Source: an optimization exercise on an open RTL-to-GDS flow (aim: small area). Production flows keep margins and buffers that such runs may drop.
At most, simulation tests tie the RTL to the original design; equivalence was not proved.

==> inputs of v23 <==
Design processing_element, start of the top module:
module processing_element (
    input clk, reset,
    input [15:0] in_a, in_b,
    output reg [15:0] out_a, out_b,
    output reg [31:0] acc
);
export LEC_CHECK = 0
export CAP_MARGIN = 0
export CORE_MARGIN = 2
export CORE_UTILIZATION = 40
export GPL_TIMING_DRIVEN = 0
export SLEW_MARGIN = 0
export SYNTH_HIERARCHICAL = 1
create_clock -name core_clock -period 8.0 [get_ports {clk}]
standard.sh (not shown) runs the stock make flow with config.mk's settings and CLKGATE_MAP_FILE= SYNTH_SCRIPT=/design/flow/synth_recipe.tcl, a recipe that flattens the netlist after the stock synthesis.
==> flow/flow/run.sh <==
#!/bin/bash
# Standard ORFS layout, with smaller port buffers, synthesis buffers removed
# at floorplan, and a clock tree of small buffers without dummy loads.
set -euo pipefail
export BUFFER_PORTS_ARGS="-buffer_cell sky130_fd_sc_hd__buf_1"
export REMOVE_ABC_BUFFERS=1
export RECOVER_POWER=100
export CTS_ARGS="-sink_clustering_enable -repair_clock_nets -dont_use_dummy_load -buf_list sky130_fd_sc_hd__clkbuf_8"
bash standard.sh > flow_make.log 2>&1
==> inputs of v11, as changes to v23 <==
--- a/flow/flow/run.sh
+++ b/flow/flow/run.sh
@@ -4,6 +4,5 @@
 set -euo pipefail
 export BUFFER_PORTS_ARGS="-buffer_cell sky130_fd_sc_hd__buf_1"
 export REMOVE_ABC_BUFFERS=1
-export RECOVER_POWER=100
 export CTS_ARGS="-sink_clustering_enable -repair_clock_nets -dont_use_dummy_load -buf_list sky130_fd_sc_hd__clkbuf_8"
 bash standard.sh > flow_make.log 2>&1
==> comparison table <==
item	v23	v11
M1 wire length	9000 um	9110 um
Crit-path max cell delay	0.61 ns	0.57 ns
Library cell contributing the largest single delay on the critical path	sky130_fd_sc_hd__a21oi_1	sky130_fd_sc_hd__inv_1
Final period demand of the worst path	7.26 ns	7.02 ns
Synthesis-to-finish area growth	1.24%	1.61%
Sequential share of cell area	0.173	0.172
Skew final	0.0179 ns	0.0167 ns
End-of-flow core utilization	0.411	0.413
Worst path arrival time	7.54 ns	7.30 ns
Area of combinational cells with multiple inputs	6680 um^2	6710 um^2
Levels on crit path	17	18
Critical R2R Launch	acc[1]	acc[15]
Number of violations reported at the end of detailed-routing iteration 0	239	211
Number of vias in the routed layout	5732	5747
Max-capacitance violation count	1	0
Post-detailed-route via-to-cell ratio	5.17	5.18
Required @ worst endpoint	8.28 ns	8.29 ns
Wire length reported by the detailed router	22100 um	22200 um
Post-route fraction of the period consumed by the critical path	0.907	0.877
Result of the run	finished with violations	complete, no violations
Reasons for failing layout checks	max-capacitance violations, max-slew violations	-
No functional check of the RTL was part of any run of this note.

========
==> 11-04: inputs <==
processing_element, a different RTL version from the one above (not shown whole).
==> flow/config.mk <==
export PLATFORM = sky130hd
export DESIGN_NAME = processing_element
export DESIGN_NICKNAME = processing_element
export VERILOG_FILES = /design/flow/design.v
export SDC_FILE = /design/flow/constraint.sdc
export NUM_CORES = 4
export LEC_CHECK = 0
export CAP_MARGIN = 0
export CORE_MARGIN = 2
export CORE_UTILIZATION = 40
export SLEW_MARGIN = 0
export SYNTH_HIERARCHICAL = 1
==> flow/constraint.sdc <==
create_clock -name core_clock -period 8.0 [get_ports {clk}]
set_input_delay 1.6000 -clock core_clock [delete_from_list [all_inputs] [get_ports {clk}]]
set_output_delay 1.6000 -clock core_clock [all_outputs]
set_load 0.01 [all_outputs]
==> flow/flow/run.sh <==
#!/bin/bash
# Standard ORFS layout, with smaller port buffers and no CTS dummy loads.
set -euo pipefail
export BUFFER_PORTS_ARGS="-buffer_cell sky130_fd_sc_hd__buf_1"
export CTS_ARGS="-sink_clustering_enable -repair_clock_nets -dont_use_dummy_load"
bash standard.sh > flow_make.log 2>&1
==> 02-22: changes against 11-04 <==
CTS_BUF_LIST = sky130_fd_sc_hd__clkbuf_2   (was default)
GPL_TIMING_DRIVEN = 0   (was default)
==> comparison table <==
	02-22	11-04
Status	finished clean	finished clean
Area of all placed cells without fillers	9697 µm²	9672 µm²
Final hold slack	0.5165 ns	0.5104 ns
Met1 layer wirelength in the final routing	9761 µm	9141 µm
DR WL/cell	20.58 µm	20.65 µm
Share of cell area taken by flip-flops and latches	0.1652	0.1656
Largest clock skew in the final design	0.003781 ns	0.01886 ns
Number of nets in the layout	1198	1163
Half-perimeter wire length after placement	19340 µm	18620 µm
Average vias per placed instance	5.134	5.179
Met3 routed WL	1289 µm	1494 µm
First-pass DRT Iterations	7	6
Non-Clock Buffer Count	161	126
Register-to-register setup slack	2.28 ns	2.47 ns
Fraction of the core area covered by cells at the end of the flow	0.4485	0.4473
Portion of the clock cycle consumed by the worst path in the final layout	0.9413	0.8707
Setup slack of the critical path after layout	0.4693 ns	1.034 ns
Final min period	7.531 ns	6.966 ns
Multi-input gate share of the layout cell area	0.6943	0.6961

========
==> job 5633: inputs <==
Another version of the RTL of processing_element (not shown whole).
Settings: LEC_CHECK=0, CAP_MARGIN=0, CORE_MARGIN=2, CORE_UTILIZATION=40, GPL_TIMING_DRIVEN=0, SLEW_MARGIN=0, SYNTH_HIERARCHICAL=1; clock period 8.0 ns.
==> flow/flow/run.sh <==
#!/bin/bash
# Standard ORFS layout, with smaller port buffers, synthesis buffers removed
# at floorplan, and a clock tree of small buffers without dummy loads.
set -euo pipefail
export BUFFER_PORTS_ARGS="-buffer_cell sky130_fd_sc_hd__buf_1"
export REMOVE_ABC_BUFFERS=1
export RECOVER_POWER=100
export CTS_ARGS="-sink_clustering_enable -repair_clock_nets -dont_use_dummy_load -buf_list sky130_fd_sc_hd__clkbuf_8"
bash standard.sh > flow_make.log 2>&1
==> inputs of job 1055, as changes to job 5633 <==
--- a/flow/flow/run.sh
+++ b/flow/flow/run.sh
@@ -6,3 +6,2 @@
 export REMOVE_ABC_BUFFERS=1
-export RECOVER_POWER=100
 export CTS_ARGS="-sink_clustering_enable -repair_clock_nets -dont_use_dummy_load -buf_list sky130_fd_sc_hd__clkbuf_8"
- ABC_AREA: unset -> 1
==> inputs of job 3231, as changes to job 5633 <==
--- a/flow/flow/run.sh
+++ b/flow/flow/run.sh
@@ -6,3 +6,2 @@
 export REMOVE_ABC_BUFFERS=1
-export RECOVER_POWER=100
 export CTS_ARGS="-sink_clustering_enable -repair_clock_nets -dont_use_dummy_load -buf_list sky130_fd_sc_hd__clkbuf_8"
==> inputs of job 2837, as changes to job 5633 <==
--- a/flow/flow/run.sh
+++ b/flow/flow/run.sh
@@ -6,4 +6,3 @@
 export REMOVE_ABC_BUFFERS=1
-export RECOVER_POWER=100
-export CTS_ARGS="-sink_clustering_enable -repair_clock_nets -dont_use_dummy_load -buf_list sky130_fd_sc_hd__clkbuf_8"
+export CTS_ARGS="-sink_clustering_enable -repair_clock_nets -dont_use_dummy_load -buf_list sky130_fd_sc_hd__clkbuf_4 -sink_clustering_size 8 -sink_clustering_max_diameter 60"
 bash standard.sh > flow_make.log 2>&1
==> run summary <==
Job 2837 passed the timing, DRC and antenna checks. Job 5633 produced a layout that fails on max-capacitance violations, max-slew violations. Job 3231 finished clean. Job 1055 completed with no timing, DRC or antenna violations.
Count of clock-buffer cells in the layout is the same in job 1055 and job 5633.
Via count: job 1055 > job 5633 > job 3231 > job 2837.
Against job 5633, the synthesized cell count of job 1055 is larger by about 5.5%.
In flip-flop and latch count, job 3231 and job 5633 do not differ.
Against job 1055, the die area of job 3231 is smaller by 2.2%.
In job 3231 the clock skew is lower than in job 2837, by 0.0098 ns.
In global-route usage, job 2837 and job 3231 hardly differ.
==> figures <==
quantity	job 2837	job 1055	job 5633	job 3231
Outcome	timing/DRC/antenna clean	timing/DRC/antenna clean	complete, but fails checks	timing/DRC/antenna clean
Layout check failures	-	-	max-capacitance violations, max-slew violations	-
Worst setup path endpoint	acc[24]$_DFF_PP0_	acc[30]$_DFF_PP0_	acc[31]$_DFF_PP0_	acc[24]$_DFF_PP0_
Vias after detailed routing	5869	6073	5879	5873
Initial cell density of the core	41.1%	40.7%	41.1%	41.1%
Total inserted antenna cells	1	0	0	0
Share of the clock period used by the worst path	89.3%	81.7%	89.4%	89.3%
Core area	21200 um^2	21800 um^2	21200 um^2	21200 um^2
Parity-gate share of the synthesized area counting xor and xnor cells	1.51%	2.27%	1.51%	1.51%
Clock latency on the worst-skew pair	0.46 ns	0.37 ns	0.38 ns	0.38 ns
Final area over synthesized area	1.062x	1.068x	1.066x	1.068x
Met1 WL	8930 um	8890 um	9010 um	8890 um
Post-layout util	43.7%	43.5%	43.8%	43.9%
Fin cells	1114	1162	1113	1113
Compound-gate portion of the synthesized area	2.95%	1.73%	2.95%	2.95%
Fraction of standard cell area in multi-input logic	72.8%	72.0%	72.3%	72.4%
Highest clock frequency the design can meet	0.140 GHz	0.153 GHz	0.140 GHz	0.140 GHz
Layout cells sized above 1	1.91%	3.63%	1.43%	1.91%

========
==> inputs of v14 <==
RTL: one of the versions met above, not the one the previous note started from.
// processing_element
module processing_element (
    input clk, reset,
    input [15:0] in_a, in_b,
    output reg [15:0] out_a, out_b,
    output reg [31:0] acc
);
  wire [15:0] na, nb;
  pe_inv16 u_ia (.a(in_a), .y(na));
  pe_inv16 u_ib (.a(in_b), .y(nb));
  wire pp_0_0 = ~(na[0] | nb[0]);
  wire pp_0_1 = ~(na[0] | nb[1]);
  wire pp_0_2 = ~(na[0] | nb[2]);
  wire pp_0_3 = ~(na[0] | nb[3]);
  wire pp_0_4 = ~(na[0] | nb[4]);
  wire pp_0_5 = ~(na[0] | nb[5]);
  wire pp_0_6 = ~(na[0] | nb[6]);
  wire pp_0_7 = ~(na[0] | nb[7]);
  wire pp_0_8 = ~(na[0] | nb[8]);
  wire pp_0_9 = ~(na[0] | nb[9]);
  wire pp_0_10 = ~(na[0] | nb[10]);
  wire pp_0_11 = ~(na[0] | nb[11]);
  wire pp_0_12 = ~(na[0] | nb[12]);
  wire pp_0_13 = ~(na[0] | nb[13]);
  wire pp_0_14 = ~(na[0] | nb[14]);
  wire pp_0_15 = ~(na[0] | nb[15]);
  wire pp_1_0 = ~(na[1] | nb[0]);
  wire pp_1_1 = ~(na[1] | nb[1]);
  wire pp_1_2 = ~(na[1] | nb[2]);
  wire pp_1_3 = ~(na[1] | nb[3]);
  wire pp_1_4 = ~(na[1] | nb[4]);
  wire pp_1_5 = ~(na[1] | nb[5]);
  wire pp_1_6 = ~(na[1] | nb[6]);
  wire pp_1_7 = ~(na[1] | nb[7]);
  wire pp_1_8 = ~(na[1] | nb[8]);
  wire pp_1_9 = ~(na[1] | nb[9]);
  wire pp_1_10 = ~(na[1] | nb[10]);
  wire pp_1_11 = ~(na[1] | nb[11]);
  wire pp_1_12 = ~(na[1] | nb[12]);
  wire pp_1_13 = ~(na[1] | nb[13]);
  wire pp_1_14 = ~(na[1] | nb[14]);
  wire pp_1_15 = ~(na[1] | nb[15]);
  ...
Settings: LEC_CHECK=0, CAP_MARGIN=0, CORE_MARGIN=2, CORE_UTILIZATION=40, CTS_BUF_LIST=sky130_fd_sc_hd__clkbuf_4, GPL_TIMING_DRIVEN=0, SLEW_MARGIN=0, SYNTH_HIERARCHICAL=1; clock period 8.0 ns.
==> flow/flow/run.sh <==
#!/bin/bash
# Standard ORFS layout, with smaller port buffers and no CTS dummy loads.
set -euo pipefail
export BUFFER_PORTS_ARGS="-buffer_cell sky130_fd_sc_hd__buf_1"
export CTS_ARGS="-sink_clustering_enable -repair_clock_nets -dont_use_dummy_load"
bash standard.sh > flow_make.log 2>&1
==> inputs of v36, as changes to v14 <==
==> flow/flow/run.sh (replaced) <==
#!/bin/bash
# Standard ORFS layout, with smaller port buffers, synthesis buffers removed
# at floorplan, and a clock tree of small buffers without dummy loads.
set -euo pipefail
export BUFFER_PORTS_ARGS="-buffer_cell sky130_fd_sc_hd__buf_1"
export REMOVE_ABC_BUFFERS=1
export CTS_ARGS="-sink_clustering_enable -repair_clock_nets -dont_use_dummy_load -buf_list sky130_fd_sc_hd__clkbuf_8"
bash standard.sh > flow_make.log 2>&1
Settings changed: CTS_BUF_LIST sky130_fd_sc_hd__clkbuf_4 to unset.
==> metrics.cfg <==
[status]
outcome=timing/DRC/antenna clean

[final_layout]
seqAreaFraction_pct=17.1

[place]
place_hpwl_um=17000

[sta]
worst_slew_pin_slew_ns=0.827
fin_skew_ns=0.0241

(the above is from v36)
==> metrics.cfg <==
[status]
outcome=timing/DRC/antenna clean

[detailed_routing]
highest_layer=met4

[final_layout]
seqAreaFraction_pct=16.5

[cts]
clock_path_buffers=2
hold_buffers=0

[sta]
worst_slew_pin_slew_ns=0.831
fin_skew_ns=0.00378

[place]
place_hpwl_um=19300

(the above is from v14)

-- what the ideal ports hide --
The results above use ideal ports. As a check the final layouts listed here were re-extracted and re-timed, cells and wires unchanged. Step 1 (the two cells are an assumption about what drives the block):
set clk [get_ports {clk}]
set_driving_cell -lib_cell sky130_fd_sc_hd__clkbuf_16 $clk
set_driving_cell -lib_cell sky130_fd_sc_hd__buf_2 [delete_from_list [all_inputs] $clk]
Step 2 also shifts input and output timing later by t, the mid clock arrival at the registers, as if the neighbouring blocks saw the same clock. Three values: ideal ports, drivers, drivers and shift; two values: the first two.
run | shift t [ns] | setup WS [ns] | worst setup path after step 2 | slew at the worst register clock pin (ns)
v23 | 0.401 | 0.743 / 0.756 / 0.355 | input to register | 0.08 / 0.08
v11 | 0.404 | 0.984 / 1.004 / 0.600 | input to register | 0.08 / 0.08
11-04 | 0.385 | 1.034 / 1.055 / 0.670 | input to register | 0.07 / 0.07
02-22 | 0.388 | 0.469 / 0.494 / 0.106 | input to register | 0.05 / 0.05
job 5633 | 0.408 | 0.848 / 0.867 / 0.458 | input to register | 0.08 / 0.08
job 1055 | 0.408 | 1.464 / 1.487 / 1.079 | input to register | 0.08 / 0.08
job 3231 | 0.410 | 0.857 / 0.875 / 0.465 | input to register | 0.08 / 0.08
job 2837 | 0.486 | 0.859 / 0.877 / 0.391 | input to register | 0.12 / 0.12
v14 | 0.388 | 0.469 / 0.494 / 0.106 | input to register | 0.05 / 0.05
v36 | 0.401 | 0.860 / 0.875 / 0.474 | input to register | 0.08 / 0.08
For job 2837, which loses most, drivers alone change the setup slack by +0.018 ns; drivers and shift together by -0.468 ns.
